Source: an optimization exercise on an open RTL-to-GDS flow (aim: small area, a short achievable clock period and few clock cycles). Production flows keep margins and buffers that such runs may drop.
RTL that was checked went through simulation tests only; none was proved equivalent to the original.

## before
==> flow/design.v (excerpt) <==
module  CONV(
	input		  clk,
	input		  reset,
	output		  busy,
	input		  ready,
	output [11:0] iaddr,
	input  [19:0] idata,
	output	 	  cwr,
	output [11:0] caddr_wr,
	output [19:0] cdata_wr,
	output	 	  crd,
	output [11:0] caddr_rd,
	input  [19:0] cdata_rd,
	output [ 2:0] csel
	);
clock: 12.0 ns
lec_check: 0
cap_margin: 20
core_margin: 2
core_utilization: 65
cts_buf_list: sky130_fd_sc_hd__clkbuf_8
cts_cluster_diameter: 55
cts_cluster_size: 18
slew_margin: 20
synth_hierarchical: 1
synth_minimum_keep_size: 0
standard.sh (not shown) runs the stock make flow with config.mk's settings and CLKGATE_MAP_FILE= SYNTH_SCRIPT=/design/flow/synth_recipe.tcl, a recipe that flattens the netlist after the stock synthesis.
==> flow/flow/run.sh <==
#!/bin/bash
# The standard layout (standard.sh), with two changes to how it is made; the
# constraints are unchanged:
#  - repair_timing aims for 8 ns of setup slack at the design's clock period;
#  - the port buffers that buffer_ports inserts on every input and output are buf_4 cells.
# Each tool's output is in orfs/logs/; make's own output is in make.log.
set -euo pipefail
bash standard.sh SETUP_SLACK_MARGIN=8 "BUFFER_PORTS_ARGS=-buffer_cell sky130_fd_sc_hd__buf_4" finish > make.log 2>&1
before reached the end of the flow, and the finished layout is clean on the timing, design-rule and antenna checks.
Input-level comparison between after and before:
--- a/flow/flow/run.sh
+++ b/flow/flow/run.sh
@@ -4 +4 @@
-#  - repair_timing aims for 8 ns of setup slack at the design's clock period;
+#  - repair_timing aims for 8.5 ns of setup slack at the design's clock period;
@@ -8 +8 @@
-bash standard.sh SETUP_SLACK_MARGIN=8 "BUFFER_PORTS_ARGS=-buffer_cell sky130_fd_sc_hd__buf_4" finish > make.log 2>&1
+bash standard.sh SETUP_SLACK_MARGIN=8.5 "BUFFER_PORTS_ARGS=-buffer_cell sky130_fd_sc_hd__buf_4" finish > make.log 2>&1
## What came out
First element of the critical path: rx_r[6]$_DFFE_PP0P_ -> after, px[2][9]$_DFF_P_ -> before. Routed via count divided by cell count delta (before -> after): insignificant. Synthesized cell count: after vs before identical. For the maximum fanout count along the critical path, after came in 4 lower than before did. after drops more vias than before. Re setup slack: after is 260 ps up on before. | longest individual stage delay on the worst path | higher: before |. Compared to before, after has number of non-clock buffers 130% higher.
No functional check of the RTL was part of any run of this note.

== fjord ==
Another version of the RTL of CONV (not shown whole).
Size in the first run: roughly 2700 cells after synthesis, about 820 flip-flops, roughly 110 I/O pins, ~42000 µm² of cells after synthesis.
## CONV
module  CONV(
	input		  clk,
	input		  reset,
	output		  busy,
	input		  ready,
	output [11:0] iaddr,
	input  [19:0] idata,
	output	 	  cwr,
	output [11:0] caddr_wr,
	output [19:0] cdata_wr,
	output	 	  crd,
	output [11:0] caddr_rd,
	input  [19:0] cdata_rd,
	output [ 2:0] csel
	);
Settings: LEC_CHECK=0, CAP_MARGIN=20, CORE_MARGIN=2, CORE_UTILIZATION=65, CTS_BUF_LIST=sky130_fd_sc_hd__clkbuf_16, CTS_CLUSTER_DIAMETER=60, CTS_CLUSTER_SIZE=24, PLACE_DENSITY=0.75, SLEW_MARGIN=20, SYNTH_HIERARCHICAL=1, SYNTH_MINIMUM_KEEP_SIZE=0; clock period 12.0 ns.
==> flow/flow/run.sh <==
#!/bin/bash
# The standard layout (standard.sh), with two changes to how it is made; the
# constraints are unchanged:
#  - repair_timing aims for 8.4 ns of setup slack at the design's clock period;
#  - the port buffers that buffer_ports inserts on every input and output are buf_1 cells (repair_timing may upsize them).
# Each tool's output is in orfs/logs/; make's own output is in make.log.
set -euo pipefail
bash standard.sh SETUP_SLACK_MARGIN=8.4 "BUFFER_PORTS_ARGS=-buffer_cell sky130_fd_sc_hd__buf_1" finish > make.log 2>&1
Modified inputs, zinc compared to fjord
diff --git a/flow/config.mk b/flow/config.mk
--- a/flow/config.mk
+++ b/flow/config.mk
@@ -10,5 +10,5 @@
 export CORE_UTILIZATION = 65
-export CTS_BUF_LIST = sky130_fd_sc_hd__clkbuf_16
-export CTS_CLUSTER_DIAMETER = 60
-export CTS_CLUSTER_SIZE = 24
+export CTS_BUF_LIST = sky130_fd_sc_hd__clkbuf_8 sky130_fd_sc_hd__clkbuf_16
+export CTS_CLUSTER_DIAMETER = 80
+export CTS_CLUSTER_SIZE = 30
 export PLACE_DENSITY = 0.75
Findings:
- zinc: all stages complete, timing, DRC and antenna checks passed
- Final cell area: zinc below fjord
- fjord and zinc ended up with nearly the same global-route usage.
- Looking at met3 wire length, zinc sits about 1.1% higher than fjord does.
> inputs changed (zinc -> cedar)
==> flow/flow/run.sh <==
#!/bin/bash
# The standard layout (standard.sh), with two changes to how it is made; the
# constraints are unchanged:
#  - repair_timing aims for 8.5 ns of setup slack at the design's clock period;
#  - the port buffers that buffer_ports inserts on every input and output are buf_1 cells (repair_timing may upsize them).
# Each tool's output is in orfs/logs/; make's own output is in make.log.
set -euo pipefail
bash standard.sh SETUP_SLACK_MARGIN=8.5 "BUFFER_PORTS_ARGS=-buffer_cell sky130_fd_sc_hd__buf_1" finish > make.log 2>&1
diff --git a/flow/config.mk b/flow/config.mk
--- a/flow/config.mk
+++ b/flow/config.mk
@@ -10,3 +10,3 @@
 export CORE_UTILIZATION = 65
-export CTS_BUF_LIST = sky130_fd_sc_hd__clkbuf_8 sky130_fd_sc_hd__clkbuf_16
+export CTS_BUF_LIST = sky130_fd_sc_hd__clkbuf_16
 export CTS_CLUSTER_DIAMETER = 80
--- outcome ---
cedar and zinc all finish clean.
Portion of the clock cycle consumed by the worst path in the final layout, cedar and zinc, higher one = zinc.
Wire: cedar routes more than zinc
A classification of the worst setup path of flop to flop is what zinc shows, while flop to output pin belongs to cedar.
No functional check of the RTL was part of any run of this note.

== build 84 ==
CONV, a different RTL version from the one above (not shown whole).
For scale: about 3000 cells after synthesis, about 44000 um2 of cells after synthesis.
## CONV
module  CONV(
	input		  clk,
	input		  reset,
	output		  busy,
	input		  ready,
	output [11:0] iaddr,
	input  [19:0] idata,
	output	 	  cwr,
	output [11:0] caddr_wr,
	output [19:0] cdata_wr,
	output	 	  crd,
	output [11:0] caddr_rd,
	input  [19:0] cdata_rd,
	output [ 2:0] csel
	);
==> flow/config.mk <==
export PLATFORM = sky130hd
export DESIGN_NAME = CONV
export DESIGN_NICKNAME = CONV
export VERILOG_FILES = /design/flow/design.v
export SDC_FILE = /design/flow/constraint.sdc
export NUM_CORES = 4
export LEC_CHECK = 0
export CAP_MARGIN = 20
export CORE_MARGIN = 2
export CORE_UTILIZATION = 45
export SLEW_MARGIN = 20
export SYNTH_HIERARCHICAL = 1
export SYNTH_MINIMUM_KEEP_SIZE = 0
==> flow/constraint.sdc <==
create_clock -name core_clock -period 12.0 [get_ports {clk}]
set_input_delay 2.4000 -clock core_clock [delete_from_list [all_inputs] [get_ports {clk}]]
set_output_delay 2.4000 -clock core_clock [all_outputs]
set_load 0.01 [all_outputs]
==> flow/flow/run.sh <==
#!/bin/bash
set -euo pipefail
bash standard.sh SETUP_SLACK_MARGIN=8 finish > make.log 2>&1
Build 84 completed end to end with timing, DRC and antenna clean.
## Diff of input files: build 9 against build 84
==> flow/flow/run.sh <==
#!/bin/bash
set -euo pipefail
bash standard.sh SETUP_SLACK_MARGIN=7 finish > make.log 2>&1
--- outcome ---
Between build 84 and build 9, the post-cts repair resize count is lower for build 9.
Of build 84 and build 9, the lower count of clock-buffer cells in the layout belongs to build 9.
Delta (build 9 minus build 84): number of buffers added by the clock tree synthesis step higher; fraction of area in multi-input gates higher; post-layout instance area lower.
Build 9 -> build 84: share of the synthesized netlist area taken by xor and xnor gates flat
No functional check of the RTL was part of any run of this note.

job 8031:
CONV, a different RTL version from the one above (not shown whole).
For scale: ~2700 cells after synthesis, roughly 42000 µm² of cells after synthesis.
Settings: LEC_CHECK=0, CAP_MARGIN=20, CORE_MARGIN=2, CORE_UTILIZATION=80, CTS_BUF_LIST=sky130_fd_sc_hd__clkbuf_16, CTS_CLUSTER_DIAMETER=80, CTS_CLUSTER_SIZE=30, PLACE_DENSITY=0.85, SLEW_MARGIN=20, SYNTH_HIERARCHICAL=1, SYNTH_MINIMUM_KEEP_SIZE=0; clock period 12.0 ns.
==> flow/flow/run.sh <==
#!/bin/bash
# The standard layout (standard.sh), with two changes to how it is made; the
# constraints are unchanged:
#  - repair_timing aims for 8.4 ns of setup slack at the design's clock period;
#  - the port buffers that buffer_ports inserts on every input and output are buf_1 cells (repair_timing may upsize them).
# Each tool's output is in orfs/logs/; make's own output is in make.log.
set -euo pipefail
bash standard.sh SETUP_SLACK_MARGIN=8.4 "BUFFER_PORTS_ARGS=-buffer_cell sky130_fd_sc_hd__buf_1" finish > make.log 2>&1
Job 8031 terminated abnormally: global routing (5_1_grt) reported GRT-0232.
Testbench counts of job 8031, summed over its fixed seeds: cycles 62,844.
Input-level comparison between job 905 and job 8031:
- a change of CORE_UTILIZATION from 80 to 65
- a deleted PLACE_DENSITY that had been 0.85
==> flow/flow/run.sh <==
#!/bin/bash
# The standard layout (standard.sh), with two changes to how it is made; the
# constraints are unchanged:
#  - repair_timing aims for 8.4 ns of setup slack at the design's clock period;
#  - the port buffers that buffer_ports inserts on every input and output are buf_4 cells.
# Each tool's output is in orfs/logs/; make's own output is in make.log.
set -euo pipefail
bash standard.sh SETUP_SLACK_MARGIN=8.4 "BUFFER_PORTS_ARGS=-buffer_cell sky130_fd_sc_hd__buf_4" finish > make.log 2>&1
==> results.txt <==
The sole clean run among job 905 and job 8031 is job 905.
In job 905 relative to job 8031, number of rows in the core area had gone up by more than 10%.
When job 905 is measured against job 8031, its cell area reported after detailed placement turns out about 1.4% higher.
Diff job 8031 -> job 905 | final weighted congestion in routability-driven placement | decrease of about 10%
Job 905 ends up with a post-placement cell count that is 167 higher than in job 8031.
TritonCTS buffer count (lower): job 8031
Looking at post-CTS resize count, job 905 sits 52 lower than job 8031 does.
Going from job 8031 to job 905, die boundary height grows by 25 µm.
Inputs modified between job 905 and job 9003:
- setting PLACE_DENSITY to 0.75 for the first time
==> flow/flow/run.sh <==
#!/bin/bash
# The standard layout (standard.sh), with two changes to how it is made; the
# constraints are unchanged:
#  - repair_timing aims for 8.4 ns of setup slack at the design's clock period;
#  - the port buffers that buffer_ports inserts on every input and output are buf_1 cells (repair_timing may upsize them).
# Each tool's output is in orfs/logs/; make's own output is in make.log.
set -euo pipefail
bash standard.sh SETUP_SLACK_MARGIN=8.4 "BUFFER_PORTS_ARGS=-buffer_cell sky130_fd_sc_hd__buf_1" finish > make.log 2>&1
Notes after the runs:
For footprint of the multi-input gates, job 9003 and job 905 come out practically identical. Compared with job 905, in job 9003 total number of nets in the final design level; maximum frequency went up 0.49%; post-route worst hold slack fell 0.0072 ns; placed cell area shows a reduction of about 0.9%. No stage failed in job 9003, and the final checks on the layout all came back clean. Looking at detailed-route wire length across job 905 and job 9003, the one that comes out higher is job 9003. As of job 9003, post-CTS setup buffer count had fallen by a few percent compared to job 905. Time the worst path needs with I/O delays and setup, job 905 and job 9003: higher on job 905.
Edits applied to the flow inputs when going from job 9003 to job 7942:
- GPL_TIMING_DRIVEN: unset -> 1
Findings:
Job 9003 -> job 7942: count of multi-input combinational gates flat. From job 7942 to job 9003, cell area did not move at all. Global-route usage came out exactly the same in job 9003 and job 7942. Summary of job 7942 over job 9003: final standard cell count with taps included and fillers excluded held; share of the core filled with cells closely matched the old numbers. Job 9003 -> job 7942: number of gates on the worst path with buffers counted delta 0, exact match. Comparing job 7942 against job 9003, there is no change at all in sequential cell count. As far as fraction of area in non-clock buffers goes, job 9003 and job 7942 are indistinguishable; the numbers are identical.
For job 9314, these inputs were changed with respect to job 7942:
- a deleted PLACE_DENSITY that had been 0.75
- a deleted GPL_TIMING_DRIVEN that had been 1
==> flow/flow/run.sh <==
#!/bin/bash
# The standard layout (standard.sh), with two changes to how it is made; the
# constraints are unchanged:
#  - repair_timing aims for 8.4 ns of setup slack at the design's clock period;
#  - the port buffers that buffer_ports inserts on every input and output are buf_2 cells (repair_timing may upsize them).
# Each tool's output is in orfs/logs/; make's own output is in make.log.
set -euo pipefail
bash standard.sh SETUP_SLACK_MARGIN=8.4 "BUFFER_PORTS_ARGS=-buffer_cell sky130_fd_sc_hd__buf_2" finish > make.log 2>&1
==> results.txt <==
Changes observed in job 9314 relative to job 7942: total global routing track utilization shrank by 2.0 points, sequential share of layout area neither gained nor lost much, critical path depth did not really move.

CONV, a different RTL version from the one above (not shown whole).
For scale: roughly 840 flip-flops, roughly 43,000 um^2 of cells after synthesis.
clock: 12.0 ns
lec_check: 0
cap_margin: 20
core_margin: 2
core_utilization: 75
cts_buf_list: sky130_fd_sc_hd__clkbuf_8
cts_cluster_diameter: 55
cts_cluster_size: 18
slew_margin: 20
synth_hierarchical: 1
synth_minimum_keep_size: 0
==> flow/flow/run.sh <==
#!/bin/bash
# The standard layout (standard.sh), with two changes to how it is made; the
# constraints are unchanged:
#  - repair_timing aims for 8.5 ns of setup slack at the design's clock period;
#  - the port buffers that buffer_ports inserts on every input and output are buf_4 cells.
# Each tool's output is in orfs/logs/; make's own output is in make.log.
set -euo pipefail
bash standard.sh SETUP_SLACK_MARGIN=8.5 "BUFFER_PORTS_ARGS=-buffer_cell sky130_fd_sc_hd__buf_4" finish > make.log 2>&1
The baseline completed without violations.
Testbench counts at the start, summed over its fixed seeds: cycles 62,844.
Rerun with:
- CORE_UTILIZATION: 75 -> 65
- CTS_BUF_LIST: sky130_fd_sc_hd__clkbuf_8 -> sky130_fd_sc_hd__clkbuf_16
- CTS_CLUSTER_DIAMETER: 55 -> 80
- CTS_CLUSTER_SIZE: 18 -> 30
Effect: Wire length barely changes; sequential share of layout area decreases by 0.25 points; die area is higher by 15%; non-clock buffer count falls by 3; critical path depth is unchanged; final area climbs by about 0.55%; fmax rises by about 2.3%; setup slack gains 0.083 ns; final cell count went up by 1.6%.
Rerun with:
- CTS_BUF_LIST: sky130_fd_sc_hd__clkbuf_16 -> sky130_fd_sc_hd__clkbuf_8
- CTS_CLUSTER_DIAMETER: 80 -> 55
- CTS_CLUSTER_SIZE: 30 -> 18
After rerunning: The changed run completed without violations; clock-buffer cell count is higher by 34; setup slack loses 0.076 ns; core utilization hardly moves; first-iteration DRC count is lower by about 2.6%; die area does not change; via count hardly moves; synthesized area does not change.

==> what the ideal ports hide <==
The results above use ideal ports. As a check the final layouts listed here were re-extracted and re-timed, cells and wires unchanged. Step 1, drivers: a clkbuf_16 drives clk and a buf_2 each remaining input, both assumed. Step 2, shift: input delay + t, output delay - t, t = (earliest + latest rising clock arrival at the registers) / 2. This alone moves slack from input paths to output paths. Three values: no drivers, after step 1, after step 2; two values: the first two.
run | t (ns) | setup slack, ns | latest minus earliest clock arrival (ns) | worst register clock-pin slew, ns | pins driven straight from the clock port
before | 0.769 | 8.042 / 8.009 / 8.042 | 0.049 / 0.050 | 0.11 / 0.11 | 1
after | 0.747 | 8.305 / 8.245 / 8.513 | 0.046 / 0.046 | 0.11 / 0.11 | 1
fjord | 0.693 | 8.382 / 8.351 / 8.382 | 0.039 / 0.039 | 0.10 / 0.10 | 1
zinc | 0.678 | 8.329 / 8.329 / 8.329 | 0.054 / 0.054 | 0.12 / 0.12 | 1
cedar | 0.678 | 8.405 / 8.340 / 8.465 | 0.050 / 0.050 | 0.12 / 0.12 | 1
build 84 | 0.734 | 7.260 / 7.260 / 6.930 | 0.036 / 0.035 | 0.07 / 0.07 | 1
build 9 | 0.732 | 7.047 / 7.047 / 6.401 | 0.022 / 0.021 | 0.07 / 0.07 | 1
job 905 | 0.690 | 8.349 / 8.279 / 8.378 | 0.037 / 0.037 | 0.12 / 0.12 | 1
job 9003 | 0.681 | 8.367 / 8.297 / 8.386 | 0.044 / 0.044 | 0.12 / 0.12 | 1
job 7942 | 0.681 | 8.367 / 8.297 / 8.386 | 0.044 / 0.044 | 0.12 / 0.12 | 1
job 9314 | 0.684 | 8.358 / 8.292 / 8.359 | 0.050 / 0.050 | 0.12 / 0.12 | 1
the first run of note 5 | 0.744 | 8.273 / 8.212 / 8.475 | 0.052 / 0.051 | 0.12 / 0.12 | 1
the second run of note 5 | 0.686 | 8.356 / 8.292 / 8.427 | 0.049 / 0.050 | 0.11 / 0.11 | 1
the third run of note 5 | 0.753 | 8.280 / 8.220 / 8.479 | 0.047 / 0.048 | 0.11 / 0.11 | 1
After both steps every run listed still meets setup and hold. For build 9, which loses most, drivers alone change the setup slack by 0.000 ns; drivers and shift together by -0.646 ns.
